This is an optimization exercise on Yosys and OpenROAD, whose aim is small area, not a production implementation. The RTL was checked by simulation tests, not by an equivalence proof against the original design. Power and IR drop assume default switching activity.

$ cat flow/config.mk
export PLATFORM = sky130hd
export DESIGN_NAME = uart_parser_register_TOP
export DESIGN_NICKNAME = uart_parser_register_TOP
export VERILOG_FILES = /design/flow/design.v
export SDC_FILE = /design/flow/constraint.sdc
export NUM_CORES = 4
export LEC_CHECK = 0
export CAP_MARGIN = 20
export CORE_MARGIN = 2
export CORE_UTILIZATION = 70
export CTS_BUF_LIST = sky130_fd_sc_hd__clkbuf_8
export CTS_CLUSTER_DIAMETER = 60
export CTS_CLUSTER_SIZE = 18
export PLACE_DENSITY = 0.85
export SLEW_MARGIN = 20
$ cat flow/constraint.sdc
create_clock -name core_clock -period 10.0 [get_ports {clk}]
set_input_delay 2.0000 -clock core_clock [delete_from_list [all_inputs] [get_ports {clk}]]
set_output_delay 2.0000 -clock core_clock [all_outputs]
set_load 0.01 [all_outputs]
$ cat flow/design.v
module UART_RX(
    input clk,
    input reset,
    input rx,
    output rxd,           
    output smp,           
    output [2:0] pos,     
    output in_data,       
    output done,          
    output cnt6           
    );
    reg rx_synch1, rx_synch2;
    always @(posedge clk) begin
        rx_synch1 <= rx;
        rx_synch2 <= rx_synch1;
    end
    assign rxd = rx_synch2;
    reg [4:0] counter;
    wire fa = !(counter[3] || (counter[2] && counter[1]));
    wire fb = counter[4] ? fa : !((counter[2] || counter[1]) && fa);
    always @(posedge clk)
        if (!reset) counter <= 5'b00001;
        else counter <= {counter[3:0], fb};
    wire tick = !(counter[3] || counter[2] || counter[1] || counter[0]);
    assign cnt6 = !(counter[4] || counter[1] || counter[0]);
    localparam STOP = 4'd0, IDLE = 4'd1, START = 4'd2, DONE = 4'd3, DATA0 = 4'd8;
    reg [3:0] state;
    reg [3:0] bt;
    wire t15 = tick && bt == 4'd15;
    always @(posedge clk) begin
        if (!reset) begin
            state <= IDLE;
        end else begin
            case (state)
                IDLE:  if (!rx_synch2) state <= START;
                START: if (t15) state <= rx_synch2 ? IDLE : DATA0;
                STOP:  if (t15 && rx_synch2) state <= DONE;
                DONE:  state <= IDLE;
                default: if (t15) state <= state + 4'd1;
            endcase
        end
    end
    always @(posedge clk) begin
        if (state == IDLE)
            bt <= 4'd8;
        else if (tick)
            bt <= bt + 4'd1;
    end
    assign in_data = state[3];
    assign pos = state[2:0];
    assign smp = state[3] && t15;
    assign done = (state == DONE);
endmodule
module UART_TX(
    input clk,
    input reset,
    input start,
    input [7:0] tap,
    input hit,
    output busy,
    output TX
    );
    reg [3:0] tbc;
    wire enable = tbc[3] && tbc[0];    
    always @(posedge clk)
        if (!reset || enable) tbc <= 4'd0;
        else tbc <= tbc + 4'd1;
    localparam IDLE = 4'd2, PEND = 4'd3, DONE = 4'd0, S0 = 4'd6, S1 = 4'd7;
    reg [3:0] state;
    always @(posedge clk) begin
        if (!reset) state <= IDLE;
        else if (state == IDLE) begin
            if (start) state <= PEND;
        end else if (enable) begin
            case (state)
                PEND: state <= S0;
                S0: state <= S1;
                S1: state <= 4'd8;
                DONE: state <= IDLE;
                4'd15: state <= DONE;
                default: state <= state + 4'd1;
            endcase
        end
    end
    reg [7:0] buf_q;
    wire idle = (state == IDLE || state == PEND);
    always @(posedge clk)
        if (idle && hit) buf_q <= tap;
    assign busy = !idle;
    assign TX = state[3] ? buf_q[state[2:0]] : (state != S1);
endmodule
module cmd_parser(
    input clk,
    input reset,
    input rxd,
    input smp,
    input [2:0] pos,
    input in_data,
    input done,
    input cnt6,
    output reg wv,       
    output wen,
    output reg [5:0] addr,
    output reg [7:0] data,
    output start
    );
    localparam CMD_R = 3'd0, CMD_W = 3'd1, ADDR_R = 3'd2, ADDR_W = 3'd3, DATA = 3'd5, RWAIT = 3'd4, RDW = 3'd6;
    reg [2:0] state;
    wire last = smp && pos == 3'd7;
    always @(posedge clk) begin
        if (!reset) begin
            state <= CMD_R;
            wv <= 1'b0;
        end else begin
            case (state)
                CMD_R, CMD_W: if (last) state <= rxd ? ADDR_W : ADDR_R;
                ADDR_W: if (last) state <= DATA;
                ADDR_R: if (last) state <= RWAIT;
                RWAIT: if (done) state <= RDW;
                DATA: if (last) begin state <= CMD_W; wv <= 1'b1; end
                RDW: if (cnt6) state <= CMD_R;
                default: state <= CMD_R;
            endcase
        end
    end
    always @(posedge clk)
        if ((state == ADDR_R || state == ADDR_W) && smp && !(pos[2] && pos[1]))
            addr <= {rxd, addr[5:1]};
    always @(posedge clk)
        if (state == DATA && smp)
            data <= {rxd, data[7:1]};
    assign wen = state == CMD_W || (state == ADDR_W && !in_data);
    assign start = (state == RDW) && cnt6;
endmodule
module register_file(
    input clk,
    input reset,
    input wv,
    input wen,
    input [5:0] addr,
    input [7:0] data,
    output [7:0] tap,
    output hit
    );
    reg [511:0] ring;
    reg [5:0] ptr;
    wire fb = ptr[5] ^ ptr[4] ^ (ptr[4:0] == 5'd0);
    always @(posedge clk) begin
        if (!reset) ptr <= 6'd0;
        else ptr <= {ptr[4:0], fb};
    end
    assign tap = ring[7:0];
    assign hit = (ptr == addr);
    wire wr = wv && wen && hit;
    wire keep = wv && !(wen && hit);
    wire [7:0] ins = ({8{wr}} & data) | ({8{keep}} & tap);
    always @(posedge clk)
        ring <= {ins, ring[511:8]};
endmodule
module uart_parser_register_TOP(
    input clk,
    input reset,
    input RX,
    output TX,
    output busy
    );
    wire rxd, smp, in_data, done, cnt6;
    wire [2:0] pos;
    UART_RX uart_rx(.clk(clk), .reset(reset), .rx(RX), .rxd(rxd), .smp(smp), .pos(pos),
                    .in_data(in_data), .done(done), .cnt6(cnt6));
    wire wv, wen, start;
    wire [5:0] addr;
    wire [7:0] data;
    cmd_parser parser(.clk(clk), .reset(reset), .rxd(rxd), .smp(smp), .pos(pos),
                      .in_data(in_data), .done(done), .cnt6(cnt6), .wv(wv), .wen(wen),
                      .addr(addr), .data(data), .start(start));
    wire [7:0] tap;
    wire hit;
    register_file reg_file(.clk(clk), .reset(reset), .wv(wv), .wen(wen), .addr(addr), .data(data),
                           .tap(tap), .hit(hit));
    UART_TX uart_tx(.clk(clk), .reset(reset), .start(start), .tap(tap), .hit(hit),
                    .busy(busy), .TX(TX));
endmodule
$ cat flow/run.sh
#!/bin/bash
# synth_recipe.tcl (not shown) runs the flow's synth.tcl, then flattens the netlist and writes it again
# the make line also repeats each setting of config.mk as NAME=value (left out here)
make -C /OpenROAD-flow-scripts/flow DESIGN_CONFIG=/design/flow/config.mk WORK_HOME=/design/flow/orfs CLKGATE_MAP_FILE= SYNTH_SCRIPT=/design/flow/synth_recipe.tcl finish
==> results of run 1 <==
## power groups by stage
stage               registers [mW]  logic, mW  clock network (mW)
floorplan                     2.34     0.0609                   0
global placement              2.34     0.0685                   0
detailed placement            2.34     0.0754                   0
CTS                           2.29     0.0760               0.989
global route                  2.29     0.0842                1.07
finish                        2.29     0.0779               0.959
## Yosys cell counts (all sizes together), types with 2 or more instances
library cell / instances
nor3b: 3
nor4: 4
clkbuf: 11
edfxtp: 22
nor3: 7
a2111oi: 2
inv: 9
o21ai: 8
and3: 6
mux4: 2
o21a: 2
ha: 10
mux2i: 13
dfxtp: 545
a21oi: 5
and2: 9
nor2: 15
xnor2: 8
nand3: 6
mux2: 2
nand4: 4
a31oi: 3
nor2b: 2
nor4b: 2
xor2: 4
nand2b: 3
nand2: 29
## cell usage in the layout (no fill, tap or decap), drive strengths merged, types with 4 or more instances in the layout
cell / instances
and3: 6
xor2: 4
a21oi: 5
and2: 9
o21ai: 8
nor3: 7
clkbuf: 37
nor2: 15
xnor2: 8
mux2i: 13
nor4: 4
edfxtp: 22
ha: 10
clkdlybuf4s50: 4
inv: 17
nand3: 6
dfxtp: 545
nand2: 29
nand4: 4
## worst register-to-register path, delay by kind of cell (launching register included)
kind	cells	cell delay, ps
and+or+nand+nor	1	800
AOI/OAI and AO/OA	1	230
adders and majority gates	1	390
DFF	1	520
## final timing paths
path         slack, ps               start  cells after the start                  to
min reg2reg        320  reg_file.ring[294]                      0  reg_file.ring[286]
max               5500    uart_tx.state[0]                      4                busy
min                320  reg_file.ring[294]                      0  reg_file.ring[286]
max reg2reg       7700    uart_tx.state[0]                      3    uart_tx.buf_q[3]
## cell type report
class                      count  area, um2  area share
clock buffer                  37        509      0.0371
clock inverter                10       57.6     0.00419
inverter                       9       33.8     0.00246
multi-input combinational    170       1210      0.0885
sequential                   567      11600       0.843
tap                          229        287      0.0209
timing repair buffer           6       55.1     0.00401
## state kept, by name (all words and copies together), names as in the netlist
name,flops
uart_tx.tbc,4
parser.addr,6
uart_rx.counter,5
parser.data,8
parser.state,3
uart_rx.bt,4
parser.wv,1
uart_tx.buf_q,8
reg_file.ptr,6
reg_file.ring,512
uart_rx.state,4
uart_rx.rx_synch2,1
uart_tx.state,4
uart_rx.rx_synch1,1
## cells by family after synthesis
group                      Yosys count  synth area share
adders and majority gates           10           0.00973
buffers and inverters               21           0.00632
and+or+nand+nor                     95            0.0404
AOI/OAI and AO/OA                   36            0.0200
xor gates and xnor gates            12           0.00817
muxes                               17            0.0157
DFF                                567             0.900
## routing by layer
layer,GRT usage,vias up,part of all wire
li1,-,2497,-
met1,0.238,2353,0.47
met2,0.271,105,0.46
met3,0.0365,32,0.043
met4,0.0611,0,0.022
met5,0,-,0
## through the flow
| step | hold slack [ps] | power, mW | instances | utilization |
|---|---|---|---|---|
| floorplan | 310 | 2.40 | 758 | - |
| global placement | 311 | 2.41 | 981 | 0.730 |
| detailed placement | 312 | 2.42 | 981 | 0.730 |
| CTS | 320 | 3.35 | 1028 | 0.761 |
| global route | 325 | 3.44 | 1028 | 0.762 |
| finish | 316 | 3.33 | 1028 | 0.762 |
==> key figures, run 1 <==
Clock network
  – CTS clk-pin slew, worst paths: 100 ps
  – Max clock buf depth: 3
  – CTS Buf Count: 37
  – Worst-Skew Late Latency: 560 ps
  – Post-CTS Setup Inserts: 0
  – PostCTS Resize Cnt: 0
  – TritonCTS clock tree: built
  – Clk root buf: clkbuf_8
  – H-tree levels: 2
  – Cts-stage hold buffer count: 0
  – Clock Sink Count: 567

Logic synthesis
  – Post-synth EDFFs: 22
  – Area leader, netlist: dfxtp_1
  – Syn Area/Cell: 17.0 um2
  – Mapped Area: 12,900 um2
  – Syn Inst Count: 758
  – Post-synth top area share: 0.848
  – Top_reg_cell synth: dfxtp_1
  – Post-synthesis async set-or-reset flop share: 0
  – Sequential fraction of the synthesis area: 0.900
  – Synthesized flop and latch total: 567
  – Post-synth cell types: 55
  – Mapped Nets: 771
  – Yosys warning count: 4
  – Synth area leaders: dfxtp_1 85%, edfxtp_1 5.1%, mux2i_1 1.0%, ha_1 0.97%, nand2_1 0.85%

Pwr
  – Sequential Power Share: 0.688
  – Power per cell area: 242 nW/um2
  – Sw frac: 0.201
  – Leak Pwr: 5.41 nW
  – Internal: 2.66 mW
  – Max VDD drop: 0.178 mV
  – Psw: 0.667 mW
  – Clock share of power: 0.288
  – Combinational share of power: 0.023

Global route
  – Vias in the first global route: 5,212
  – Gr ovfl total: 0
  – GRT Util Overall: 0.171
  – Antenna violations before repair: 0
  – Largest net degree at the start of global routing: 26
  – First-pass GRT wire length: 26.6 mm

Run
  – Max_cap viols: 0

Drt
  – WL/cell: 15.4 um
  – Total Routed Length: 15.8 mm
  – Starting DRT DRC Count: 338
  – Antenna Violating Nets Remaining: 0
  – 1st-pass router iterations: 4
  – Via Count: 4,987
  – Post-route DRC: 0
  – Vias/cell: 4.85

Critical path
  – WP data required: 8000 ps
  – Family with the most delay on the worst path: buffers and inverters
  – Crit path capture type: output pin
  – Slowest Stage Delay on Critical Path: 600 ps
  – Crit-path slowest cell: clkdlybuf4s50_1
  – Worst path bufs/invs: 2
  – Critical path type: reg -> out
  – Crit-path cells: inv_1, ha_1, o21ai_0, clkdlybuf4s50_1
  – Crit path DAT: 2500 ps
  – CP startpoint kind: flop
  – Crit-path max FO: 7

STA
  – Min Tclk post-route: 4500 ps
  – Worst setup margin: 5500 ps
  – Fin Setup TNS: 0 ps
  – Maximum clock rate: 0.222 GHz
  – Setup Viol. Count Final: 0
  – Worst Tran Pin Value: 991 ps
  – Worst Skew: 14.4 ps
  – Slew Limit Headroom: 0.334
  – RSZ-0062 raised after global routing: no
  – Final Hold Viols: 0
  – Final Cycle Share: 0.450
  – Fin. max-slew vios: 0

Cells and area
  – Ant. Diodes: 0
  – Post-layout instance area: 13,700 um2
  – Area growth, synth to finish: 6.74%
  – # fillers: 980
  – Nets: 804
  – Layout cell share with drive strength beyond 1: 0.0676

Placement
  – Placed cell areas: 13,200 um2
  – IO buf count: 4
  – Final RePlAce weighted congestion: 0.797
  – Place WS: 5950 ps
  – DP HPWL: 9.35 mm

Die
  – Starting Density: 0.714
  – Horiz. Die Dim: 140 um
  – Core area: 18,000 um2
  – FP Rows: 49
  – Die area: 19,500 um2
  – Die height: 140 um
  – I/O pin total: 5

Outcome
  – Outcome: timing/DRC/antenna clean

Hold path
  – HP Class: reg -> reg
==> run 2, diff against run 1 <==
--- a/flow/config.mk
+++ b/flow/config.mk
@@ -8,8 +8,8 @@
 export CAP_MARGIN = 20
 export CORE_MARGIN = 2
-export CORE_UTILIZATION = 70
+export CORE_UTILIZATION = 40
 export CTS_BUF_LIST = sky130_fd_sc_hd__clkbuf_8
 export CTS_CLUSTER_DIAMETER = 60
 export CTS_CLUSTER_SIZE = 18
-export PLACE_DENSITY = 0.85
+export PLACE_DENSITY = 0.6
 export SLEW_MARGIN = 20
==> key figures, run 2 <==
Pwr
  – Clock share of power: 0.289
  – Psw: 0.666 mW
  – Combinational share of power: 0.022
  – Internal: 2.66 mW
  – Power per cell area: 238 nW/um2
  – Overall power consumption: 3.32 mW
  – Max VDD drop: 0.0990 mV
  – Sequential Power Share: 0.689
  – Leak Pwr: 5.41 nW
  – Sw frac: 0.201

Drt
  – Vias/cell: 4.06
  – Total Routed Length: 13.9 mm
  – Starting DRT DRC Count: 252
  – Antenna Violating Nets Remaining: 0
  – Post-route DRC: 0
  – 1st-pass router iterations: 5
  – WL/cell: 11.6 um
  – Via Count: 4,880

STA
  – Fin. max-slew vios: 0
  – Fin Setup TNS: 0 ps
  – Min Tclk post-route: 4380 ps
  – Slew Limit Headroom: 0.502
  – Maximum clock rate: 0.228 GHz
  – Final Hold Viols: 0
  – Final Cycle Share: 0.438
  – Setup Viol. Count Final: 0
  – Hold Worst Slack: 316 ps
  – Worst Tran Pin Value: 737 ps
  – Worst setup margin: 5620 ps
  – Worst Skew: 24.6 ps
  – RSZ-0062 raised after global routing: no

Die
  – Horiz. Die Dim: 183 um
  – FP Rows: 65
  – Core area: 31,600 um2
  – Starting Density: 0.407
  – Die height: 183 um
  – Die area: 33,600 um2
  – I/O pin total: 5

Critical path
  – R2r endpoint: parser.data[4]
  – Reg2reg path depth: 4
  – Crit-path max FO: 7
  – CP startpoint kind: flop
  – Crit path DAT: 2380 ps
  – Reg2Reg Setup Slack: 7910 ps
  – Critical path type: reg -> out
  – R2R Path Start: uart_rx.counter[2]
  – Crit path capture type: output pin
  – WP data required: 8000 ps

Logic synthesis
  – Syn Inst Count: 758
  – Sequential fraction of the synthesis area: 0.900
  – Post-synth EDFFs: 22
  – Area leader, netlist: dfxtp_1
  – Post-synth top area share: 0.848
  – Syn Area/Cell: 17.0 um2
  – Count leader, synth: dfxtp_1
  – Most frequent cells after synthesis: 545 x dfxtp_1, 29 x nand2_1, 22 x edfxtp_1
  – Post-synth cell types: 55
  – Mapped Area: 12,900 um2
  – Yosys warning count: 4
  – Top_reg_cell synth: dfxtp_1
  – Mapped Nets: 771
  – Synth area leaders: dfxtp_1 85%, edfxtp_1 5.1%, mux2i_1 1.0%, ha_1 0.97%, nand2_1 0.85%
  – Synthesized flop and latch total: 567
  – Post-synthesis async set-or-reset flop share: 0

Clock network
  – Post-CTS Setup Inserts: 0
  – Max clock buf depth: 3
  – H-tree levels: 2
  – TritonCTS clock tree: built
  – Clock Sink Count: 567
  – CTS clk-pin slew, worst paths: 100 ps
  – Worst-Skew Late Latency: 540 ps
  – Clk root buf: clkbuf_8
  – CTS Buf Count: 37
  – PostCTS Resize Cnt: 0
  – Cts-stage hold buffer count: 0

Global route
  – First-pass GRT wire length: 23.7 mm
  – Antenna violations before repair: 0
  – Vias in the first global route: 4,766
  – GRT Util Overall: 0.0860
  – Gr ovfl total: 0
  – Largest net degree at the start of global routing: 26

Placement
  – Place WS: 6240 ps
  – Final RePlAce weighted congestion: 0.758
  – IO buf count: 4
  – DP HPWL: 7.20 mm
  – Placed cell areas: 13,400 um2

Hold path
  – Worst hold start: reg_file.ring[98]
  – Hold Path End: reg_file.ring[90]
  – Min-Delay Path Depth: 0
  – HP Class: reg -> reg

Cells and area
  – Post-layout instance area: 13,900 um2
  – Nets: 806
  – Footprint of the multi-input gates: 1210 um2
  – # fillers: 2,748
  – Reg area: 11,600 um2
  – Most common cell after layout, fill and taps aside: dfxtp_1
  – Biggest register: reg_file.ring
  – Max reg flops: 512
  – Commonest cells after routing, fill and taps aside: 545 x dfxtp_1, 37 x clkbuf_8, 29 x nand2_1, 22 x edfxtp_1
  – Area growth, synth to finish: 8.46%
  – Largest registers: reg_file.ring: 512 flops, parser.data: 8 flops, uart_tx.buf_q: 8 flops
  – Ant. Diodes: 0
  – Layout cell share with drive strength beyond 1: 0.0699

Outcome
  – Outcome: timing/DRC/antenna clean

Run
  – Max_cap viols: 0
## run 2: power by group through the flow
stage	logic, mW	clock network (mW)	registers [mW]
2_1_floorplan	0.0609	0	2.34
3_3_place_gp	0.0731	0	2.34
3_5_place_dp	0.0741	0	2.34
4_1_cts	0.0745	1.02	2.29
5_1_grt	0.0835	1.10	2.29
6_report	0.0744	0.959	2.29
## run 2: how the worst max path moves through the flow
stage / from / slack [ps] / endpoint
finish: uart_tx.state[0] / 5620 / busy
CTS: uart_tx.state[0] / 5610 / busy
detailed placement: uart_tx.state[0] / 6240 / busy
global placement: uart_tx.state[0] / 6280 / TX
global route: uart_tx.state[0] / 5420 / busy
floorplan: uart_tx.state[0] / 6810 / TX
## run 2: area by class of cell
cell class                      instances  area share
Clock buffer                           37      0.0365
Clock inverter                         10     0.00359
Inverter                                9     0.00242
Multi-Input combinational cell        170      0.0871
Sequential cell                       567       0.829
Tap cell                              402      0.0361
Timing Repair Buffer                    8     0.00484
## run 2: worst max-delay path, cell delays in order, from the launching register on
cell and delay, ps:
dfxtp_1 510, inv_1 140, ha_1 300, o21ai_0 300, clkdlybuf4s50_1 600
## run 2: cells by family after synthesis
family | count (synthesis) | share of synthesized area
buf+inv | 21 | 0.00632
flops | 567 | 0.900
fa+ha+maj | 10 | 0.00973
simple gates | 95 | 0.0404
xor+xnor | 12 | 0.00817
mux | 17 | 0.0157
compound gates | 36 | 0.0200
## run 2: routing by layer
layer  share of wire  up-vias  global-route usage
li1                -     2501                   -
met3           0.045       34              0.0254
met5               0        -                   0
met4           0.027        0              0.0330
met2            0.36       57               0.112
met1            0.57     2288               0.132
## run 2: per-stage QoR
stage	utilization	cells
floorplan	-	758
global placement	0.423	1155
detailed placement	0.423	1156
CTS	0.441	1203
global route	0.441	1203
finish	0.441	1203
==> run 3, diff against run 2 <==
==> flow/flow/run.sh (new file) <==
#!/bin/bash
# The standard layout (standard.sh), with two changes: clock tree synthesis
# without dummy load cells, and plain buf_1 cells as the port buffers.
# make's full output goes to standard.log; each tool's log is under orfs/logs.
set -euo pipefail
export CTS_ARGS="-sink_clustering_enable -repair_clock_nets -dont_use_dummy_load -buf_list sky130_fd_sc_hd__clkbuf_8 -sink_clustering_size 18 -sink_clustering_max_diameter 60"
export BUFFER_PORTS_ARGS="-buffer_cell sky130_fd_sc_hd__buf_1"
bash standard.sh > standard.log 2>&1
==> flow/standard.sh (new file) <==
#!/bin/bash
# synth_recipe.tcl (not shown) runs the flow's synth.tcl, then flattens the netlist and writes it again
# the make line also repeats each setting of config.mk as NAME=value (left out here)
make -C /OpenROAD-flow-scripts/flow DESIGN_CONFIG=/design/flow/config.mk WORK_HOME=/design/flow/orfs CLKGATE_MAP_FILE= SYNTH_SCRIPT=/design/flow/synth_recipe.tcl "${@:-finish}"
removed: flow/run.sh
==> key figures, run 3 <==
STA
  – Maximum clock rate: 0.254 GHz
  – Hold Worst Slack: 309 ps
  – Final Cycle Share: 0.394
  – Fin. max-slew vios: 0
  – Min Tclk post-route: 3940 ps
  – Final Hold Viols: 0
  – Setup Viol. Count Final: 0
  – Worst Tran Pin Value: 769 ps
  – Slew Limit Headroom: 0.480
  – Worst Skew: 26.7 ps
  – RSZ-0062 raised after global routing: no
  – Fin Setup TNS: 0 ps

Logic synthesis
  – Post-synth EDFFs: 22
  – Sequential fraction of the synthesis area: 0.900
  – Yosys warning count: 4
  – Syn Area/Cell: 17.0 um2
  – Post-synthesis async set-or-reset flop share: 0
  – Count leader, synth: dfxtp_1
  – Top_reg_cell synth: dfxtp_1
  – Mapped Area: 12,900 um2
  – Mapped Nets: 771
  – Most frequent cells after synthesis: 545 x dfxtp_1, 29 x nand2_1, 22 x edfxtp_1
  – Area leader, netlist: dfxtp_1
  – Syn Inst Count: 758
  – Post-synth cell types: 55
  – Post-synth top area share: 0.848
  – Synth area leaders: dfxtp_1 85%, edfxtp_1 5.1%, mux2i_1 1.0%, ha_1 0.97%, nand2_1 0.85%
  – Synthesized flop and latch total: 567

Clock network
  – Max clock buf depth: 3
  – PostCTS Resize Cnt: 0
  – Clock Sink Count: 567
  – TritonCTS clock tree: built
  – Worst-Skew Late Latency: 530 ps
  – H-tree levels: 2
  – Post-CTS Setup Inserts: 0
  – CTS clk-pin slew, worst paths: 100 ps
  – CTS Buf Count: 37
  – Cts-stage hold buffer count: 0
  – Clk root buf: clkbuf_8

Cells and area
  – Largest registers: reg_file.ring: 512 flops, parser.data: 8 flops, uart_tx.buf_q: 8 flops
  – Most common cell after layout, fill and taps aside: dfxtp_1
  – Biggest register: reg_file.ring
  – Max reg flops: 512
  – Non-Filler Instances: 1,193
  – Layout cell share with drive strength beyond 1: 0.0657
  – Area growth, synth to finish: 7.88%
  – Commonest cells after routing, fill and taps aside: 545 x dfxtp_1, 37 x clkbuf_8, 29 x nand2_1, 22 x edfxtp_1, 15 x nor2_1
  – Post-layout instance area: 13,900 um2
  – Ant. Diodes: 0
  – Nets: 806

Drt
  – Total Routed Length: 13.6 mm
  – Post-route DRC: 0
  – Vias/cell: 4.07
  – WL/cell: 11.4 um
  – 1st-pass router iterations: 4
  – Antenna Violating Nets Remaining: 0
  – Via Count: 4,854
  – Starting DRT DRC Count: 266

Global route
  – M3 GR Usage: 0.0240
  – Busiest grt layer: met1
  – Largest net degree at the start of global routing: 26
  – GRT Util Overall: 0.0847
  – Vias in the first global route: 4,697
  – Met1 GRT Util: 0.130
  – GR Layer Usage met2: 0.109
  – Gr ovfl total: 0
  – First-pass GRT wire length: 23.1 mm
  – Antenna violations before repair: 0

Critical path
  – Crit-path max FO: 7
  – Reg2Reg Setup Slack: 7880 ps
  – Slowest Stage Delay on Critical Path: 540 ps
  – Crit path capture type: output pin
  – CP startpoint kind: flop
  – WP data required: 8000 ps
  – Crit path DAT: 1940 ps
  – Critical path type: reg -> out
  – Crit-path cells: mux4_2, mux2i_1, a21oi_1, buf_1
  – Crit-path slowest cell: mux4_2

Die
  – Starting Density: 0.407
  – Core area: 31,600 um2
  – FP Rows: 65
  – Horiz. Die Dim: 183 um
  – Die height: 183 um
  – Die area: 33,600 um2
  – I/O pin total: 5

Pwr
  – Internal: 2.65 mW
  – Leak Pwr: 5.37 nW
  – Combinational share of power: 0.023
  – Power per cell area: 237 nW/um2
  – Clock share of power: 0.282
  – Sequential Power Share: 0.696
  – Sw frac: 0.195
  – Psw: 0.642 mW
  – Max VDD drop: 0.103 mV
  – Overall power consumption: 3.29 mW

Outcome
  – Outcome: timing/DRC/antenna clean

Placement
  – IO buf count: 4
  – Placed cell areas: 13,400 um2
  – DP HPWL: 7.23 mm
  – Placed cells: 1,156
  – Final RePlAce weighted congestion: 0.752

Run
  – Max_cap viols: 0

Hold path
  – HP Class: reg -> reg
run 3: cell count changes in the layout (fill, tap and decap cells not counted):
cell             before  now
inv_1                15    9
clkinv_2              1    0
clkinvlp_4            3    0
buf_1                 0    4
clkdlybuf4s50_1       4    0
run 3: layer usage:
| metal | vias up | part of all wire |
|---|---|---|
| met5 | - | 0 |
| met4 | 0 | 0.035 |
| met3 | 42 | 0.044 |
| met2 | 60 | 0.36 |
| met1 | 2262 | 0.56 |
| li1 | 2490 | - |
run 3: final timing paths:
| kind | from | end | cells past startpoint |
|---|---|---|---|
| worst max register to register | uart_rx.counter[3] | parser.data[4] | 4 |
| worst min register to register | reg_file.ring[107] | reg_file.ring[99] | 0 |
| worst max-delay path | uart_tx.state[0] | TX | 4 |
| worst min-delay path | reg_file.ring[107] | reg_file.ring[99] | 0 |
run 3: logic make-up (layout without fill, tap and decap cells):
logic type	count (synthesis)	after routing	share of synthesized area
flops	567	567	0.900
simple gates	95	95	0.0404
compound gates	36	36	0.0200
buf+inv	21	54	0.00632
mux	17	17	0.0157
xor+xnor	12	12	0.00817
fa+ha+maj	10	10	0.00973
run 3: metrics by stage:
stage | util | setup WS (ps)
2_1_floorplan | - | 6810
3_3_place_gp | 0.422 | 6610
3_5_place_dp | 0.422 | 6630
4_1_cts | 0.438 | 6020
5_1_grt | 0.439 | 5850
6_report | 0.439 | 6060
run 3: area by class of cell:
cell class | instances | area [um2]
clock buffer | 37 | 509
tap | 402 | 503
inverter | 9 | 33.8
sequential | 567 | 11600
multi-input combinational | 170 | 1210
fill | 2780 | 17800
timing repair buffer | 8 | 42.5
run 3: power groups by stage:
stage / registers, mW / logic, mW / clock network, mW
floorplan: 2.34 / 0.0609 / 0
global placement: 2.34 / 0.0726 / 0
detailed placement: 2.34 / 0.0734 / 0
CTS: 2.29 / 0.0740 / 0.980
global route: 2.29 / 0.0842 / 1.07
finish: 2.29 / 0.0740 / 0.927
run 3: critical path, delay by kind of cell (launching register included):
kind | cells | cell delay [ps]
AOI/OAI and AO/OA | 1 | 80
muxes | 2 | 680
DFF | 1 | 510
buffers and inverters | 1 | 140
==> run 4, diff against run 3 <==
==> flow/flow/run.sh (replaced) <==
#!/bin/bash
# The standard layout (standard.sh), with two changes: clock tree synthesis
# without dummy load cells, and plain buf_1 cells as the port buffers.
# make's full output goes to standard.log; each tool's log is under orfs/logs.
set -euo pipefail
export CTS_ARGS="-sink_clustering_enable -repair_clock_nets -dont_use_dummy_load -buf_list sky130_fd_sc_hd__clkbuf_8 -sink_clustering_size 22 -sink_clustering_max_diameter 60"
export BUFFER_PORTS_ARGS="-buffer_cell sky130_fd_sc_hd__buf_1"
bash standard.sh > standard.log 2>&1
==> key figures, run 4 <==
Logic synthesis
  – Most frequent cells after synthesis: 545 x dfxtp_1, 29 x nand2_1, 22 x edfxtp_1
  – Area leader, netlist: dfxtp_1
  – Synthesized flop and latch total: 567
  – Synth area leaders: dfxtp_1 85%, edfxtp_1 5.1%, mux2i_1 1.0%, ha_1 0.97%, nand2_1 0.85%
  – Mapped Nets: 771
  – Syn Inst Count: 758
  – Top_reg_cell synth: dfxtp_1
  – Mapped Area: 12,900 um2
  – Yosys warning count: 4
  – Sequential fraction of the synthesis area: 0.900
  – Post-synthesis async set-or-reset flop share: 0
  – Post-synth EDFFs: 22
  – Post-synth cell types: 55
  – Post-synth top area share: 0.848
  – Count leader, synth: dfxtp_1
  – Syn Area/Cell: 17.0 um2

Die
  – Die area: 33,600 um2
  – I/O pin total: 5
  – Starting Density: 0.407
  – Die height: 183 um
  – FP Rows: 65
  – Horiz. Die Dim: 183 um
  – Core area: 31,600 um2

Run
  – Max_cap viols: 0

Drt
  – Vias/cell: 4.05
  – DR WL met3: 530 um
  – Total Routed Length: 13.6 mm
  – 1st-pass router iterations: 4
  – Max layer used: met4
  – Starting DRT DRC Count: 267
  – Via Count: 4,812
  – Met2 wire length: 4.84 mm
  – Post-route DRC: 0
  – WL/cell: 11.5 um
  – Antenna Violating Nets Remaining: 0
  – M1 WL: 7.88 mm

STA
  – Final Cycle Share: 0.398
  – RSZ-0062 raised after global routing: no
  – Fin. max-slew vios: 0
  – Setup Viol. Count Final: 0
  – Worst Skew: 76.0 ps
  – Worst Tran Pin Value: 769 ps
  – Min Tclk post-route: 3980 ps
  – Final Hold Viols: 0
  – Maximum clock rate: 0.251 GHz
  – Slew Limit Headroom: 0.480
  – Hold Worst Slack: 248 ps
  – Fin Setup TNS: 0 ps
  – Worst setup margin: 6020 ps

Clock network
  – CTS Buf Count: 31
  – H-tree levels: 1
  – Cts-stage hold buffer count: 0
  – TritonCTS clock tree: built
  – Clk root buf: clkbuf_8
  – PostCTS Resize Cnt: 0
  – CTS clk-pin slew, worst paths: 120 ps
  – Worst-Skew Late Latency: 570 ps
  – Max clock buf depth: 3
  – Clock Sink Count: 567
  – Post-CTS Setup Inserts: 0

Critical path
  – Crit path DAT: 1980 ps
  – Crit-path cells: mux4_2, mux2i_1, a21oi_1, buf_1
  – Crit-path slowest cell: mux4_2
  – Crit-path max FO: 7
  – Family with the most delay on the worst path: multiplexers
  – Worst Setup SP: uart_tx.state[0]
  – Reg2Reg Setup Slack: 7900 ps
  – Worst path bufs/invs: 1
  – R2R Path Start: uart_rx.counter[3]
  – WP data required: 8000 ps
  – Slowest Stage Delay on Critical Path: 540 ps
  – Critical path type: reg -> out
  – CP startpoint kind: flop
  – Crit path capture type: output pin

Cells and area
  – Nets: 800
  – Biggest register: reg_file.ring
  – Area growth, synth to finish: 7.24%
  – Ant. Diodes: 0
  – Post-layout instance area: 13,800 um2
  – Largest registers: reg_file.ring: 512 flops, parser.data: 8 flops, uart_tx.buf_q: 8 flops
  – Max reg flops: 512
  – Layout cell share with drive strength beyond 1: 0.0586
  – Most common cell after layout, fill and taps aside: dfxtp_1
  – Commonest cells after routing, fill and taps aside: 545 x dfxtp_1, 31 x clkbuf_8, 29 x nand2_1, 22 x edfxtp_1, 15 x nor2_1
  – Non-Filler Instances: 1,187
  – # fillers: 2,785

Global route
  – Gr ovfl total: 0
  – Antenna violations before repair: 0
  – Largest net degree at the start of global routing: 26
  – Vias in the first global route: 4,671
  – First-pass GRT wire length: 23.1 mm
  – GRT Util Overall: 0.0831

Placement
  – Placed cells: 1,156
  – DP HPWL: 7.23 mm
  – IO buf count: 4
  – Final RePlAce weighted congestion: 0.752
  – Placed cell areas: 13,400 um2
  – Place WS: 6630 ps

Pwr
  – Leak Pwr: 5.32 nW
  – Power per cell area: 234 nW/um2
  – Max VDD drop: 0.123 mV

Hold path
  – Worst hold start: reg_file.ring[326]
  – HP Class: reg -> reg

Outcome
  – Outcome: timing/DRC/antenna clean
-- run 4: layer usage --
layer | track usage | vias to the layer above
met2 | 0.108 | 47
met5 | 0 | -
met3 | 0.0199 | 38
met1 | 0.132 | 2247
li1 | - | 2480
met4 | 0.0294 | 0
-- run 4: final cells by class --
class,instances,area [um2],area share
clock buffers,31,427,0.0309
inverters,9,33.8,0.00245
multi-input cells,170,1210,0.0881
flip-flops and latches,567,11600,0.839
well taps,402,503,0.0365
repair buffers,8,42.5,0.00308
-- run 4: report_power, final --
part	total (mW)	internal (mW)	switching, mW
clock	0.866	0.279	0.587
sequential	2.29	2.28	0.0113
combinational	0.0740	0.0352	0.0388
total	3.23	2.59	0.637
-- run 4: final timing paths --
check / endpoint / depth (start not counted)
setup / recovery: TX / 4
hold reg to reg: reg_file.ring[318] / 0
setup reg to reg: parser.data[2] / 4
hold / removal: reg_file.ring[318] / 0
-- run 4: cell families (layout without fill, tap and decap cells) --
group,count (synthesis),after routing,synth area share
flops,567,567,0.900
mux,17,17,0.0157
simple gates,95,95,0.0404
buf+inv,21,48,0.00632
xor+xnor,12,12,0.00817
fa+ha+maj,10,10,0.00973
compound gates,36,36,0.0200
-- run 4: through the flow --
step                      utilization  power (mW)
after floorplan                     -        2.40
after global routing            0.436        3.37
after global placement          0.422        2.41
after detailed placement        0.422        2.41
after CTS                       0.436        3.27
final                           0.436        3.23
==> run 5, diff against run 4 <==
==> flow/flow/run.sh (replaced) <==
#!/bin/bash
# The standard layout (standard.sh), with two changes: clock tree synthesis
# without dummy load cells, and plain buf_1 cells as the port buffers.
# make's full output goes to standard.log; each tool's log is under orfs/logs.
set -euo pipefail
export CTS_ARGS="-sink_clustering_enable -repair_clock_nets -dont_use_dummy_load -buf_list sky130_fd_sc_hd__clkbuf_8 -sink_clustering_size 20 -sink_clustering_max_diameter 50"
export BUFFER_PORTS_ARGS="-buffer_cell sky130_fd_sc_hd__buf_1"
bash standard.sh > standard.log 2>&1
--- a/flow/config.mk
+++ b/flow/config.mk
@@ -8,8 +8,8 @@
 export CAP_MARGIN = 20
 export CORE_MARGIN = 2
-export CORE_UTILIZATION = 40
+export CORE_UTILIZATION = 70
 export CTS_BUF_LIST = sky130_fd_sc_hd__clkbuf_8
-export CTS_CLUSTER_DIAMETER = 60
-export CTS_CLUSTER_SIZE = 18
-export PLACE_DENSITY = 0.6
+export CTS_CLUSTER_DIAMETER = 50
+export CTS_CLUSTER_SIZE = 20
+export PLACE_DENSITY = 0.85
 export SLEW_MARGIN = 20
==> key figures, run 5 <==
Drt
  – Via Count: 5,015
  – 1st-pass router iterations: 4
  – Vias/cell: 4.93
  – Starting DRT DRC Count: 283
  – Total Routed Length: 15.7 mm
  – WL/cell: 15.4 um
  – Antenna Violating Nets Remaining: 0
  – Post-route DRC: 0

Die
  – FP Rows: 49
  – Core area: 18,000 um2
  – I/O pin total: 5
  – Horiz. Die Dim: 140 um
  – Starting Density: 0.714
  – Die height: 140 um
  – Die area: 19,500 um2

Clock network
  – Clock Sink Count: 567
  – H-tree levels: 2
  – CTS clk-pin slew, worst paths: 100 ps
  – Cts-stage hold buffer count: 0
  – CTS Buf Count: 36
  – TritonCTS clock tree: built
  – Worst-Skew Late Latency: 540 ps
  – Max clock buf depth: 3
  – Clk root buf: clkbuf_8
  – Post-CTS Setup Inserts: 0
  – PostCTS Resize Cnt: 0

Cells and area
  – Non-Filler Instances: 1,017
  – Ant. Diodes: 0
  – Area growth, synth to finish: 6.03%
  – Largest registers: reg_file.ring: 512 flops, parser.data: 8 flops, uart_tx.buf_q: 8 flops
  – Max reg flops: 512
  – Commonest cells after routing, fill and taps aside: 545 x dfxtp_1, 36 x clkbuf_8, 29 x nand2_1, 22 x edfxtp_1, 15 x nor2_1
  – Layout cell share with drive strength beyond 1: 0.0635
  – # fillers: 992
  – Post-layout instance area: 13,600 um2
  – Most common cell after layout, fill and taps aside: dfxtp_1
  – Nets: 803
  – Footprint of the multi-input gates: 1220 um2
  – Reg area: 11,600 um2
  – Biggest register: reg_file.ring

Global route
  – Largest net degree at the start of global routing: 26
  – GRT Util Overall: 0.168
  – Antenna violations before repair: 0
  – Gr ovfl total: 0
  – First-pass GRT wire length: 25.9 mm
  – Vias in the first global route: 5,184

Logic synthesis
  – Count leader, synth: dfxtp_1
  – Syn Inst Count: 758
  – Post-synth top area share: 0.848
  – Mapped Nets: 771
  – Synthesized flop and latch total: 567
  – Synth area leaders: dfxtp_1 85%, edfxtp_1 5.1%, mux2i_1 1.0%, ha_1 0.97%, nand2_1 0.85%
  – Most frequent cells after synthesis: 545 x dfxtp_1, 29 x nand2_1, 22 x edfxtp_1
  – Post-synth cell types: 55
  – Top_reg_cell synth: dfxtp_1
  – Mapped Area: 12,900 um2
  – Sequential fraction of the synthesis area: 0.900
  – Post-synth EDFFs: 22
  – Area leader, netlist: dfxtp_1
  – Post-synthesis async set-or-reset flop share: 0
  – Yosys warning count: 4
  – Syn Area/Cell: 17.0 um2

Placement
  – Placed cell areas: 13,100 um2
  – Final RePlAce weighted congestion: 0.768
  – DP HPWL: 9.18 mm
  – Placed cells: 981
  – IO buf count: 4

Outcome
  – Outcome: timing/DRC/antenna clean

STA
  – Worst Tran Pin Value: 957 ps
  – Slew Limit Headroom: 0.362
  – Hold Worst Slack: 275 ps
  – Min Tclk post-route: 4000 ps
  – RSZ-0062 raised after global routing: no
  – Setup Viol. Count Final: 0
  – Fin. max-slew vios: 0
  – Final Hold Viols: 0
  – Fin Setup TNS: 0 ps
  – Worst Skew: 59.4 ps
  – Maximum clock rate: 0.250 GHz
  – Final Cycle Share: 0.400

Critical path
  – CP startpoint kind: flop
  – Crit path capture type: output pin
  – WP data required: 8000 ps
  – Critical path type: reg -> out
  – Crit path DAT: 2000 ps
  – Crit-path max FO: 7

Hold path
  – HP Class: reg -> reg

Pwr
  – Max VDD drop: 0.202 mV
  – Power per cell area: 241 nW/um2
  – Leak Pwr: 5.35 nW

Run
  – Max_cap viols: 0
==> run 5: cell counts after synthesis <==
Identical to the previous run, type by type.
==> run 5: cell families after synthesis <==
| family | after synthesis | share of synthesized area |
|---|---|---|
| mux | 17 | 0.0157 |
| buf+inv | 21 | 0.00632 |
| compound gates | 36 | 0.0200 |
| fa+ha+maj | 10 | 0.00973 |
| simple gates | 95 | 0.0404 |
| flops | 567 | 0.900 |
| xor+xnor | 12 | 0.00817 |
==> run 5: worst max-delay path, stage by stage, from the launching register on <==
cell and delay, ps:
dfxtp_1 500, mux4_2 550, mux2i_1 190, a21oi_1 100, buf_1 140
==> run 5: layout make-up <==
type | instances | share of cell area
Sequential cell | 567 | 0.849
Multi-Input combinational cell | 170 | 0.0895
Clock buffer | 36 | 0.0363
Tap cell | 229 | 0.0210
Inverter | 9 | 0.00248
Timing Repair Buffer | 6 | 0.00220
==> run 5: worst paths after layout <==
kind	from	slack (ps)	depth (start not counted)	endpoint
max	uart_tx.state[0]	6000	4	TX
min	reg_file.ring[40]	270	0	reg_file.ring[32]
min reg2reg	reg_file.ring[40]	270	0	reg_file.ring[32]
max reg2reg	uart_rx.counter[3]	7860	4	parser.addr[5]
==> run 5: power breakdown <==
part | switching, mW | total [mW] | internal, mW
Clock | 0.595 | 0.922 | 0.327
Combinational | 0.0405 | 0.0756 | 0.0351
Sequential | 0.0114 | 2.29 | 2.28
Total | 0.647 | 3.29 | 2.64
==> run 5: through the flow <==
| stage | power, mW | util | setup slack (ps) |
|---|---|---|---|
| 3_5_place_dp | 2.42 | 0.729 | 6240 |
| 4_1_cts | 3.31 | 0.756 | 5960 |
| 3_3_place_gp | 2.41 | 0.729 | 6330 |
| 6_report | 3.29 | 0.757 | 6000 |
| 5_1_grt | 3.40 | 0.757 | 5860 |
| 2_1_floorplan | 2.40 | - | 6810 |
==> run 5: routing by layer <==
metal | GRT usage | wire, um | part of all wire
met3 | 0.0348 | 570 | 0.036
met1 | 0.230 | 7470 | 0.48
met5 | 0 | 0 | 0
met4 | 0.0716 | 480 | 0.031
met2 | 0.265 | 7180 | 0.46
==> run 6, diff against run 5 <==
--- a/flow/design.v
+++ b/flow/design.v
@@ -105,31 +105,30 @@
     output start
     );
-    localparam CMD_R = 3'd0, CMD_W = 3'd1, ADDR_R = 3'd2, ADDR_W = 3'd3, DATA = 3'd5, RWAIT = 3'd4, RDW = 3'd6;
-    reg [2:0] state;
+    reg w;
+    reg [1:0] phase;
     wire last = smp && pos == 3'd7;
     always @(posedge clk) begin
         if (!reset) begin
-            state <= CMD_R;
+            w <= 1'b0;
+            phase <= 2'd0;
             wv <= 1'b0;
         end else begin
-            case (state)
-                CMD_R, CMD_W: if (last) state <= rxd ? ADDR_W : ADDR_R;
-                ADDR_W: if (last) state <= DATA;
-                ADDR_R: if (last) state <= RWAIT;
-                RWAIT: if (done) state <= RDW;
-                DATA: if (last) begin state <= CMD_W; wv <= 1'b1; end
-                RDW: if (cnt6) state <= CMD_R;
-                default: state <= CMD_R;
+            case (phase)
+                2'd0: if (last) begin phase <= 2'd1; w <= rxd; end
+                2'd1: if (last) phase <= 2'd2;
+                2'd2: if (last) begin phase <= 2'd0; wv <= 1'b1; end
+                      else if (done && !w) phase <= 2'd3;
+                2'd3: if (cnt6) phase <= 2'd0;
             endcase
         end
     end
     always @(posedge clk)
-        if ((state == ADDR_R || state == ADDR_W) && smp && !(pos[2] && pos[1]))
+        if (phase == 2'd1 && smp && !(pos[2] && pos[1]))
             addr <= {rxd, addr[5:1]};
     always @(posedge clk)
-        if (state == DATA && smp)
+        if (phase == 2'd2 && smp)
             data <= {rxd, data[7:1]};
-    assign wen = state == CMD_W || (state == ADDR_W && !in_data);
-    assign start = (state == RDW) && cnt6;
+    assign wen = w && !in_data;
+    assign start = (phase == 2'd3) && cnt6;
 endmodule
 module register_file(
==> flow/flow/run.sh (replaced) <==
#!/bin/bash
# The standard layout (standard.sh), with two changes: clock tree synthesis
# without dummy load cells, and plain buf_1 cells as the port buffers.
# make's full output goes to standard.log; each tool's log is under orfs/logs.
set -euo pipefail
export CTS_ARGS="-sink_clustering_enable -repair_clock_nets -dont_use_dummy_load -buf_list sky130_fd_sc_hd__clkbuf_8 -sink_clustering_size 22 -sink_clustering_max_diameter 60"
export BUFFER_PORTS_ARGS="-buffer_cell sky130_fd_sc_hd__buf_1"
bash standard.sh > standard.log 2>&1
--- a/flow/config.mk
+++ b/flow/config.mk
@@ -8,8 +8,8 @@
 export CAP_MARGIN = 20
 export CORE_MARGIN = 2
-export CORE_UTILIZATION = 70
+export CORE_UTILIZATION = 40
 export CTS_BUF_LIST = sky130_fd_sc_hd__clkbuf_8
-export CTS_CLUSTER_DIAMETER = 50
-export CTS_CLUSTER_SIZE = 20
-export PLACE_DENSITY = 0.85
+export CTS_CLUSTER_DIAMETER = 60
+export CTS_CLUSTER_SIZE = 18
+export PLACE_DENSITY = 0.6
 export SLEW_MARGIN = 20
==> key figures, run 6 <==
Critical path
  – Crit path DAT: 1930 ps
  – Reg2Reg Setup Slack: 7700 ps
  – Crit-path cells: inv_1, ha_1, o21ai_0, buf_1
  – WP data required: 8000 ps
  – Crit-path slowest cell: dfxtp_1
  – Worst Setup SP: uart_tx.state[0]
  – Crit path capture type: output pin
  – CP startpoint kind: flop
  – Family with the most delay on the worst path: flip-flops
  – R2R Path Start: parser.addr[3]
  – Number of cells on the critical path: 4
  – Reg2reg path depth: 4
  – Crit-path max FO: 7
  – Slowest Stage Delay on Critical Path: 450 ps
  – Worst path bufs/invs: 2
  – Critical path type: reg -> out
  – R2r endpoint: reg_file.ring[506]

Logic synthesis
  – Largest family of logic cells by synthesized area: simple AND/OR/NAND/NOR gates
  – Syn Area/Cell: 17.0 um2
  – Mapped Nets: 774
  – Post-synthesis async set-or-reset flop share: 0
  – Count leader, synth: dfxtp_1
  – Post-synthesis mux area share: 0.00664
  – Synth area leaders: dfxtp_1 85%, edfxtp_1 5.2%, ha_1 1.5%, xor2_1 0.75%, o21ai_0 0.74%
  – Top_reg_cell synth: dfxtp_1
  – Yosys warning count: 4
  – Synthesized flop and latch total: 567
  – Xor and xnor fraction of the mapped netlist area: 0.00888
  – Area leader, netlist: dfxtp_1
  – Post-synth top area share: 0.851
  – Post-synthesis compound-gate area fraction: 0.0256
  – Mapped Area: 12,800 um2
  – Simple-gate share of the synthesized area: 0.0365
  – Post-synth EDFFs: 22
  – Syn Inst Count: 756
  – Sequential fraction of the synthesis area: 0.903
  – Post-synth cell types: 44
  – Most frequent cells after synthesis: 545 x dfxtp_1, 22 x edfxtp_1, 22 x nand2_1
  – Post-synthesis adder-cell area fraction: 0.0146

Clock network
  – Clk root buf: clkbuf_8
  – CTS clk-pin slew, worst paths: 120 ps
  – H-tree levels: 1
  – Post-CTS Setup Inserts: 0
  – CTS Buf Count: 31
  – TritonCTS clock tree: built
  – Worst-Skew Late Latency: 610 ps
  – PostCTS Resize Cnt: 0
  – Cts-stage hold buffer count: 0
  – Max clock buf depth: 3
  – Clock Sink Count: 567

Hold path
  – HP Class: reg -> reg
  – Hold Path End: reg_file.ring[418]
  – Min-Delay Path Depth: 0
  – Worst hold start: reg_file.ring[426]

Placement
  – IO buf count: 4
  – DP HPWL: 6.95 mm
  – Placed cell areas: 13,300 um2
  – Place WS: 6670 ps
  – Final RePlAce weighted congestion: 0.768

Cells and area
  – Biggest register: reg_file.ring
  – Post-layout instance area: 13,700 um2
  – Nets: 805
  – Area growth, synth to finish: 7.19%
  – Largest registers: reg_file.ring: 512 flops, parser.data: 8 flops, uart_tx.buf_q: 8 flops
  – Footprint of the multi-input gates: 1180 um2
  – Reg area: 11,600 um2
  – Max reg flops: 512
  – Ant. Diodes: 0
  – Most common cell after layout, fill and taps aside: dfxtp_1
  – Commonest cells after routing, fill and taps aside: 545 x dfxtp_1, 31 x clkbuf_8, 22 x nand2_1, 22 x edfxtp_1
  – Layout cell share with drive strength beyond 1: 0.0497
  – # fillers: 2,801

Drt
  – Total Routed Length: 13.2 mm
  – WL/cell: 11.1 um
  – 1st-pass router iterations: 4
  – Vias/cell: 4.06
  – Starting DRT DRC Count: 234
  – Via Count: 4,817
  – Antenna Violating Nets Remaining: 0
  – Post-route DRC: 0

STA
  – Worst Tran Pin Value: 882 ps
  – Maximum clock rate: 0.254 GHz
  – Fin. max-slew vios: 0
  – RSZ-0062 raised after global routing: no
  – Min Tclk post-route: 3930 ps
  – Worst setup margin: 6070 ps
  – Slew Limit Headroom: 0.412
  – Hold Worst Slack: 272 ps
  – Worst Skew: 58.9 ps
  – Final Hold Viols: 0
  – Final Cycle Share: 0.393
  – Setup Viol. Count Final: 0
  – Fin Setup TNS: 0 ps

Pwr
  – Max VDD drop: 0.143 mV
  – Leak Pwr: 5.28 nW
  – Power per cell area: 235 nW/um2

Die
  – Die height: 183 um
  – Core area: 31,600 um2
  – Horiz. Die Dim: 183 um
  – Die area: 33,500 um2
  – FP Rows: 65
  – Starting Density: 0.406
  – I/O pin total: 5

Global route
  – Antenna violations before repair: 0
  – Largest net degree at the start of global routing: 24
  – First-pass GRT wire length: 22.6 mm
  – Vias in the first global route: 4,541
  – GRT Util Overall: 0.0818
  – Gr ovfl total: 0

Outcome
  – Outcome: timing/DRC/antenna clean

Run
  – Max_cap viols: 0
run 6: cell types whose count changed after synthesis, moves of 5 or more:
cell and change:
o21ai_0 +12, mux2i_1 -9, nand2_1 -7, xor2_1 +7, a21oi_1 +6, xnor2_1 -6, clkbuf_1 -5, ha_1 +5
nand3_1 +5, nor3_1 -5
run 6: worst reg2reg max path, stage by stage, from the launching register on:
cell,delay [ps]
edfxtp_1,410
xor2_1,180
nor4_1,440
nand4_1,570
o21ai_0,570
run 6: final cells by class:
type | count | area share
flip-flops and latches | 567 | 0.842
clock buffers | 31 | 0.0311
inverters | 10 | 0.00273
multi-input cells | 173 | 0.0861
repair buffers | 4 | 0.00109
well taps | 402 | 0.0366
run 6: worst max-delay path by stage:
| stage | slack (ps) | endpoint |
|---|---|---|
| after CTS | 6000 | TX |
| final | 6070 | busy |
| after global placement | 6670 | TX |
| after global routing | 5890 | TX |
| after detailed placement | 6670 | TX |
| after floorplan | 6850 | TX |
run 6: stage by stage:
step / util / total power, mW / cells
CTS: 0.435 / 3.28 / 1187
global route: 0.435 / 3.37 / 1187
global placement: 0.422 / 2.41 / 1156
floorplan: - / 2.40 / 756
detailed placement: 0.422 / 2.41 / 1156
finish: 0.435 / 3.23 / 1187
run 6: routing by layer:
layer | GRT usage | share of wire | wire, um
met5 | 0 | 0 | 0
met4 | 0.0323 | 0.034 | 447
met3 | 0.0207 | 0.039 | 517
met2 | 0.104 | 0.35 | 4640
met1 | 0.130 | 0.58 | 7620
run 6: cell families (layout without fill, tap and decap cells):
| family | count (synthesis) | in the layout |
|---|---|---|
| fa+ha+maj | 15 | 15 |
| xor+xnor | 13 | 13 |
| flops | 567 | 567 |
| mux | 6 | 6 |
| compound gates | 50 | 50 |
| simple gates | 89 | 89 |
| buf+inv | 16 | 45 |
run 6: report_power, final:
group | total, mW | switching [mW] | leakage (nW) | internal (mW)
Combinational | 0.0745 | 0.0443 | 0.459 | 0.0302
Sequential | 2.29 | 0.0104 | 4.60 | 2.28
Clock | 0.865 | 0.586 | 0.223 | 0.279
==> run 7, diff against run 6 <==
--- a/flow/design.v
+++ b/flow/design.v
@@ -26,5 +26,5 @@
     localparam STOP = 4'd0, IDLE = 4'd1, START = 4'd2, DONE = 4'd3, DATA0 = 4'd8;
     reg [3:0] state;
-    reg [3:0] bt;
+    reg [3:0] bt;    
     wire t15 = tick && bt == 4'd15;
     always @(posedge clk) begin
@@ -37,5 +37,5 @@
                 STOP:  if (t15 && rx_synch2) state <= DONE;
                 DONE:  state <= IDLE;
-                default: if (t15) state <= state + 4'd1;
+                default: if (t15) state <= {!(state[2] && state[1] && state[0]), state[2] ^ (state[1] && state[0]), state[1] ^ state[0], !state[0]};
             endcase
         end
@@ -45,5 +45,5 @@
             bt <= 4'd8;
         else if (tick)
-            bt <= bt + 4'd1;
+            bt <= {bt[3] ^ (bt[2] && bt[1] && bt[0]), bt[2] ^ (bt[1] && bt[0]), bt[1] ^ bt[0], !bt[0]};
     end
     assign in_data = state[3];
@@ -65,5 +65,5 @@
     always @(posedge clk)
         if (!reset || enable) tbc <= 4'd0;
-        else tbc <= tbc + 4'd1;
+        else tbc <= {tbc[3] ^ (tbc[2] && tbc[1] && tbc[0]), tbc[2] ^ (tbc[1] && tbc[0]), tbc[1] ^ tbc[0], !tbc[0]};
     localparam IDLE = 4'd2, PEND = 4'd3, DONE = 4'd0, S0 = 4'd6, S1 = 4'd7;
     reg [3:0] state;
@@ -79,5 +79,5 @@
                 DONE: state <= IDLE;
                 4'd15: state <= DONE;
-                default: state <= state + 4'd1;
+                default: state <= {state[3] ^ (state[2] && state[1] && state[0]), state[2] ^ (state[1] && state[0]), state[1] ^ state[0], !state[0]};
             endcase
         end
==> flow/flow/run.sh (replaced) <==
#!/bin/bash
# The standard layout (standard.sh) with these changes:
#  - synthesis: the standard synthesis script, but without the adder-extraction
#    step (ADDER_MAP_FILE empty) and with an area-oriented ABC script
#    (flow/abc_area.script, used in place of ORFS's abc_speed.script through a
#    copy of ORFS's scripts folder). Registers are mapped before ABC runs, so
#    they are the same as the standard synthesis's.
#  - clock tree synthesis without dummy load cells, with clkbuf_8 and clusters
#    of up to 22 sinks;
#  - plain buf_1 cells as the port buffers.
# make's full output goes to synth.log and standard.log; each tool's own log is
# under orfs/logs.
set -euo pipefail
here=$(pwd)
rm -rf "$here/scripts_area"
cp -r "$FLOW_HOME/scripts" "$here/scripts_area"
cp "$here/flow/abc_area.script" "$here/scripts_area/abc_speed.script"
ADDER_MAP_FILE= SCRIPTS_DIR="$here/scripts_area" bash standard.sh synth > synth.log 2>&1
export CTS_ARGS="-sink_clustering_enable -repair_clock_nets -dont_use_dummy_load -buf_list sky130_fd_sc_hd__clkbuf_8 -sink_clustering_size 22 -sink_clustering_max_diameter 60"
export BUFFER_PORTS_ARGS="-buffer_cell sky130_fd_sc_hd__buf_1"
bash standard.sh > standard.log 2>&1
==> flow/flow/abc_area.script (new file) <==
&get -n
&st
&syn2
&dch -f
&nf -R 1000
&st
&syn2
&dch -f
&nf -R 1000
&st
&synch2
&nf -R 1000
&put
==> key figures, run 7 <==
Cells and area
  – Max reg flops: 512
  – Area growth, synth to finish: 7.65%
  – Non-Filler Instances: 1,133
  – Largest registers: reg_file.ring: 512 flops, parser.data: 8 flops, uart_tx.buf_q: 8 flops
  – Layout cell share with drive strength beyond 1: 0.0461
  – Most common cell after layout, fill and taps aside: dfxtp_1
  – Commonest cells after routing, fill and taps aside: 545 x dfxtp_1, 30 x clkbuf_8, 22 x edfxtp_1, 19 x nor2_1, 15 x a21oi_1
  – Nets: 742
  – Ant. Diodes: 0
  – Biggest register: reg_file.ring
  – Final Util: 0.436

Hold path
  – HP Class: reg -> reg
  – Hold Path End: reg_file.ring[190]
  – Min-Delay Path Depth: 0
  – Worst hold start: reg_file.ring[198]

Clock network
  – CTS Buf Count: 30
  – Post-CTS Setup Inserts: 0
  – CTS clk-pin slew, worst paths: 110 ps
  – H-tree levels: 1
  – Max clock buf depth: 3
  – Worst-Skew Late Latency: 610 ps
  – Clock Sink Count: 567
  – Clk root buf: clkbuf_8
  – Cts-stage hold buffer count: 0
  – TritonCTS clock tree: built
  – PostCTS Resize Cnt: 0

Global route
  – First-pass GRT wire length: 21.6 mm
  – GR Layer Usage met2: 0.0996
  – Vias in the first global route: 4,415
  – M3 GR Usage: 0.0217
  – Largest net degree at the start of global routing: 23
  – Gr ovfl total: 0
  – GRT Util Overall: 0.0794
  – Antenna violations before repair: 0
  – Met1 GRT Util: 0.126
  – Busiest grt layer: met1

Logic synthesis
  – Post-synthesis async set-or-reset flop share: 0
  – Mapped Area: 12,400 um2
  – Yosys warning count: 4
  – Synthesized flop and latch total: 567
  – Most frequent cells after synthesis: 545 x dfxtp_1, 22 x edfxtp_1, 19 x nor2_1
  – Top_reg_cell synth: dfxtp_1
  – Syn Inst Count: 700
  – Synth area leaders: dfxtp_1 88%, edfxtp_1 5.3%, and2_0 0.66%, a22o_1 0.64%, a21oi_1 0.61%
  – Area leader, netlist: dfxtp_1
  – Post-synth EDFFs: 22
  – Post-synth top area share: 0.883
  – Count leader, synth: dfxtp_1
  – Sequential fraction of the synthesis area: 0.936
  – Mapped Nets: 703
  – Syn Area/Cell: 17.7 um2
  – Post-synth cell types: 28

Pwr
  – Clock share of power: 0.268
  – Sw frac: 0.194
  – Power per cell area: 239 nW/um2
  – Leak Pwr: 5.09 nW
  – Combinational share of power: 0.012
  – Psw: 0.618 mW
  – Sequential Power Share: 0.720
  – Internal: 2.57 mW
  – Overall power consumption: 3.18 mW
  – Max VDD drop: 0.116 mV

Die
  – Starting Density: 0.405
  – Die height: 180 um
  – I/O pin total: 5
  – FP Rows: 64
  – Horiz. Die Dim: 180 um
  – Die area: 32,300 um2
  – Core area: 30,500 um2

Critical path
  – WP data required: 8000 ps
  – Reg2Reg Setup Slack: 7600 ps
  – Critical path type: reg -> out
  – Crit path DAT: 2030 ps
  – Crit-path max FO: 9
  – Worst path bufs/invs: 1
  – R2r endpoint: uart_rx.state[1]
  – Reg2reg path depth: 8
  – Slowest Stage Delay on Critical Path: 530 ps
  – Crit-path cells: mux4_2, o21ai_0, a21oi_1, buf_1
  – Crit path capture type: output pin
  – Family with the most delay on the worst path: multiplexers
  – CP startpoint kind: flop
  – R2R Path Start: uart_rx.counter[2]
  – Crit-path slowest cell: mux4_2

STA
  – Fin Setup TNS: 0 ps
  – RSZ-0062 raised after global routing: no
  – Worst Tran Pin Value: 820 ps
  – Worst Skew: 40.6 ps
  – Fin. max-slew vios: 0
  – Final Cycle Share: 0.403
  – Slew Limit Headroom: 0.449
  – Maximum clock rate: 0.248 GHz
  – Worst setup margin: 5970 ps
  – Min Tclk post-route: 4030 ps
  – Final Hold Viols: 0
  – Setup Viol. Count Final: 0

Drt
  – WL/cell: 11.1 um
  – Antenna Violating Nets Remaining: 0
  – Total Routed Length: 12.5 mm
  – Via Count: 4,487
  – Starting DRT DRC Count: 198
  – 1st-pass router iterations: 4
  – Vias/cell: 3.96
  – Post-route DRC: 0

Run
  – Max_cap viols: 0

Placement
  – DP HPWL: 6.43 mm
  – Placed cells: 1,103
  – Place WS: 6600 ps
  – Final RePlAce weighted congestion: 0.715
  – IO buf count: 4

Outcome
  – Outcome: timing/DRC/antenna clean
## run 7: per-layer routing
layer  up-vias  share of wire
met5         -              0
li1       2314              -
met1      2098           0.58
met2        45           0.35
met3        30          0.038
met4         0          0.035
## run 7: kinds of logic after synthesis
logic type      share of synthesized area
simple gates                       0.0276
mux                               0.00506
buf+inv                           0.00182
flops                               0.936
xor+xnor                          0.00638
compound gates                     0.0231
## run 7: worst max path at each step
stage	end	cells past startpoint	slack (ps)	start
global route	TX	4	5790	uart_tx.state[0]
detailed placement	TX	4	6600	uart_tx.state[0]
global placement	TX	4	6560	uart_tx.state[0]
floorplan	TX	3	6800	uart_tx.state[0]
CTS	TX	4	5910	uart_tx.state[0]
finish	TX	4	5970	uart_tx.state[0]
## run 7: area by class of cell
type                    instances  area (um2)
fillers                      2637       17200
flip-flops and latches        567       11600
multi-input cells             127         768
well taps                     396         495
clock buffers                  30         413
repair buffers                  7        37.5
inverters                       6        22.5
## run 7: power groups by stage
stage	sequential [mW]	combinational, mW	clock [mW]
2_1_floorplan	2.34	0.0324	0
3_3_place_gp	2.34	0.0383	0
3_5_place_dp	2.34	0.0402	0
4_1_cts	2.29	0.0403	0.892
5_1_grt	2.30	0.0465	0.967
6_report	2.29	0.0395	0.852
## run 7: per-stage QoR
stage / area, um2 / hold slack, ps
2_1_floorplan: 12400 / 310
3_3_place_gp: 12900 / 311
3_5_place_dp: 12900 / 312
4_1_cts: 13300 / 288
5_1_grt: 13300 / 285
6_report: 13300 / 286
==> run 8, diff against run 7 <==
--- a/flow/flow/run.sh
+++ b/flow/flow/run.sh
@@ -3,5 +3,6 @@
 #  - synthesis: the standard synthesis script, but without the adder-extraction
 #    step (ADDER_MAP_FILE empty) and with an area-oriented ABC script
-#    (flow/abc_area.script, used in place of ORFS's abc_speed.script through a
+#    (flow/abc_area.script: a seeded, iteration-bounded &deepsyn, so it gives
+#    the same netlist every run; used in place of ORFS's abc_speed.script through a
 #    copy of ORFS's scripts folder). Registers are mapped before ABC runs, so
 #    they are the same as the standard synthesis's.
==> flow/flow/abc_area.script (replaced) <==
&get -n
&st
&deepsyn -I 200 -J 10 -S 1
&dch -f
&nf -R 1000
&put
==> key figures, run 8 <==
Cells and area
  – Final Util: 0.436
  – Nets: 734
  – Reg area: 11,600 um2
  – Commonest cells after routing, fill and taps aside: 545 x dfxtp_1, 31 x clkbuf_8, 22 x edfxtp_1, 20 x nor2_1, 14 x a21oi_1
  – Layout cell share with drive strength beyond 1: 0.0425
  – # fillers: 2,687
  – Footprint of the multi-input gates: 738 um2
  – Ant. Diodes: 0
  – Most common cell after layout, fill and taps aside: dfxtp_1
  – Largest registers: reg_file.ring: 512 flops, parser.data: 8 flops, uart_tx.buf_q: 8 flops
  – Max reg flops: 512
  – Area growth, synth to finish: 7.60%
  – Biggest register: reg_file.ring

Global route
  – Largest net degree at the start of global routing: 26
  – First-pass GRT wire length: 21.5 mm
  – Vias in the first global route: 4,401
  – GRT Util Overall: 0.0789
  – Antenna violations before repair: 0
  – Gr ovfl total: 0

STA
  – Setup Viol. Count Final: 0
  – Final Cycle Share: 0.387
  – Fin. max-slew vios: 0
  – Hold Worst Slack: 299 ps
  – Worst Skew: 45.5 ps
  – Final Hold Viols: 0
  – Slew Limit Headroom: 0.402
  – Min Tclk post-route: 3870 ps
  – Maximum clock rate: 0.258 GHz
  – Fin Setup TNS: 0 ps
  – RSZ-0062 raised after global routing: no
  – Worst Tran Pin Value: 898 ps

Drt
  – 1st-pass router iterations: 4
  – Vias/cell: 3.93
  – Total Routed Length: 12.5 mm
  – Via Count: 4,425
  – WL/cell: 11.1 um
  – Post-route DRC: 0
  – Starting DRT DRC Count: 325
  – Antenna Violating Nets Remaining: 0

Critical path
  – Crit path DAT: 1870 ps
  – Crit-path max FO: 8
  – Critical path type: reg -> out
  – Crit path capture type: output pin
  – CP startpoint kind: flop
  – WP data required: 8000 ps

Logic synthesis
  – Most frequent cells after synthesis: 545 x dfxtp_1, 22 x edfxtp_1, 20 x nor2_1
  – Yosys warning count: 4
  – Synthesized flop and latch total: 567
  – Area leader, netlist: dfxtp_1
  – Mapped Nets: 697
  – Sequential fraction of the synthesis area: 0.939
  – Top_reg_cell synth: dfxtp_1
  – Post-synth top area share: 0.885
  – Post-synthesis async set-or-reset flop share: 0
  – Post-synth cell types: 37
  – Mapped Area: 12,300 um2
  – Syn Area/Cell: 17.8 um2
  – Syn Inst Count: 694
  – Synth area leaders: dfxtp_1 89%, edfxtp_1 5.4%, and2_0 0.61%, nor2_1 0.61%, a21oi_1 0.57%
  – Count leader, synth: dfxtp_1
  – Post-synth EDFFs: 22

Die
  – FP Rows: 64
  – Starting Density: 0.405
  – Horiz. Die Dim: 180 um
  – Die height: 180 um
  – Core area: 30,400 um2
  – Die area: 32,200 um2
  – I/O pin total: 5

Pwr
  – Overall power consumption: 3.18 mW
  – Leak Pwr: 5.11 nW
  – Power per cell area: 239 nW/um2
  – Max VDD drop: 0.109 mV

Outcome
  – Outcome: timing/DRC/antenna clean

Clock network
  – Max clock buf depth: 3
  – Post-CTS Setup Inserts: 0
  – Clk root buf: clkbuf_8
  – Worst-Skew Late Latency: 620 ps
  – CTS clk-pin slew, worst paths: 120 ps
  – Cts-stage hold buffer count: 0
  – TritonCTS clock tree: built
  – H-tree levels: 1
  – PostCTS Resize Cnt: 0
  – Clock Sink Count: 567
  – CTS Buf Count: 31

Placement
  – Final RePlAce weighted congestion: 0.693
  – DP HPWL: 6.32 mm
  – IO buf count: 4

Run
  – Max_cap viols: 0

Hold path
  – HP Class: reg -> reg
-- run 8: routing by layer --
metal	track usage	up-vias	part of all wire
met5	0	-	0
met4	0.0354	0	0.040
met3	0.0215	38	0.041
met2	0.0973	50	0.33
met1	0.126	2055	0.58
li1	-	2282	-
-- run 8: cell type report --
cell class | instances | area share
Multi-Input combinational cell | 123 | 0.0557
Timing Repair Buffer | 4 | 0.00113
Clock buffer | 31 | 0.0322
Tap cell | 396 | 0.0374
Sequential cell | 567 | 0.873
Inverter | 4 | 0.00113
-- run 8: cell families after synthesis --
group,after synthesis,share of synthesized area
buf+inv,4,0.00122
mux,2,0.00162
flops,567,0.939
simple gates,68,0.0281
compound gates,47,0.0259
xor+xnor,6,0.00426
-- run 8: report_power, final --
group | switching (mW) | total, mW | internal [mW] | leakage, nW
logic | 0.0120 | 0.0219 | 0.00991 | 0.281
registers | 0.00725 | 2.28 | 2.28 | 4.61
clock network | 0.590 | 0.869 | 0.279 | 0.223
-- run 8: stage by stage --
stage	cell area (um2)	instances	setup slack, ps
detailed placement	12800	1094	6580
global route	13300	1125	5960
finish	13300	1125	6130
CTS	13300	1125	6090
floorplan	12300	694	6890
global placement	12800	1094	6600
-- run 8: path summary, 6_finish.rpt --
check | start | to | slack [ps] | depth (start not counted)
hold reg to reg | reg_file.ring[301] | reg_file.ring[293] | 300 | 0
setup / recovery | uart_tx.state[1] | TX | 6130 | 5
hold / removal | reg_file.ring[301] | reg_file.ring[293] | 300 | 0
setup reg to reg | uart_rx.counter[0] | parser.phase[0] | 7370 | 9
-- run 8: worst max-delay path: stages, from the launching register on --
cell and delay (ps):
dfxtp_1 490, mux2i_1 120, a211oi_1 230, o21ai_0 120, a31oi_1 170, buf_1 170

-- afterwards: timing with drivers on the ports --
The results above use ideal ports. As a check the final layouts listed here were re-extracted and re-timed, cells and wires unchanged. Step 1, drivers: a clkbuf_16 drives clk and a buf_2 each remaining input, both assumed. Step 2 times the ports against the registers' clock, not the clock port: input delays grow and output delays shrink by t, the midpoint of the rising clock arrivals with the driver on. Slacks: no drivers / after step 1 / after step 2; pairs: no drivers / after step 1.
run	t, ns	slack for setup (ns)
run 1	0.589	5.503 / 5.463 / 5.943
run 2	0.572	5.620 / 5.579 / 6.151
run 3	0.561	6.057 / 6.015 / 6.576
run 4	0.598	6.022 / 5.982 / 6.579
run 5	0.556	6.000 / 5.960 / 6.182
run 6	0.625	6.069 / 6.028 / 6.653
run 7	0.611	5.968 / 5.929 / 6.540
run 8	0.625	6.130 / 6.088 / 6.533
After both steps setup and hold are still met in every run listed.
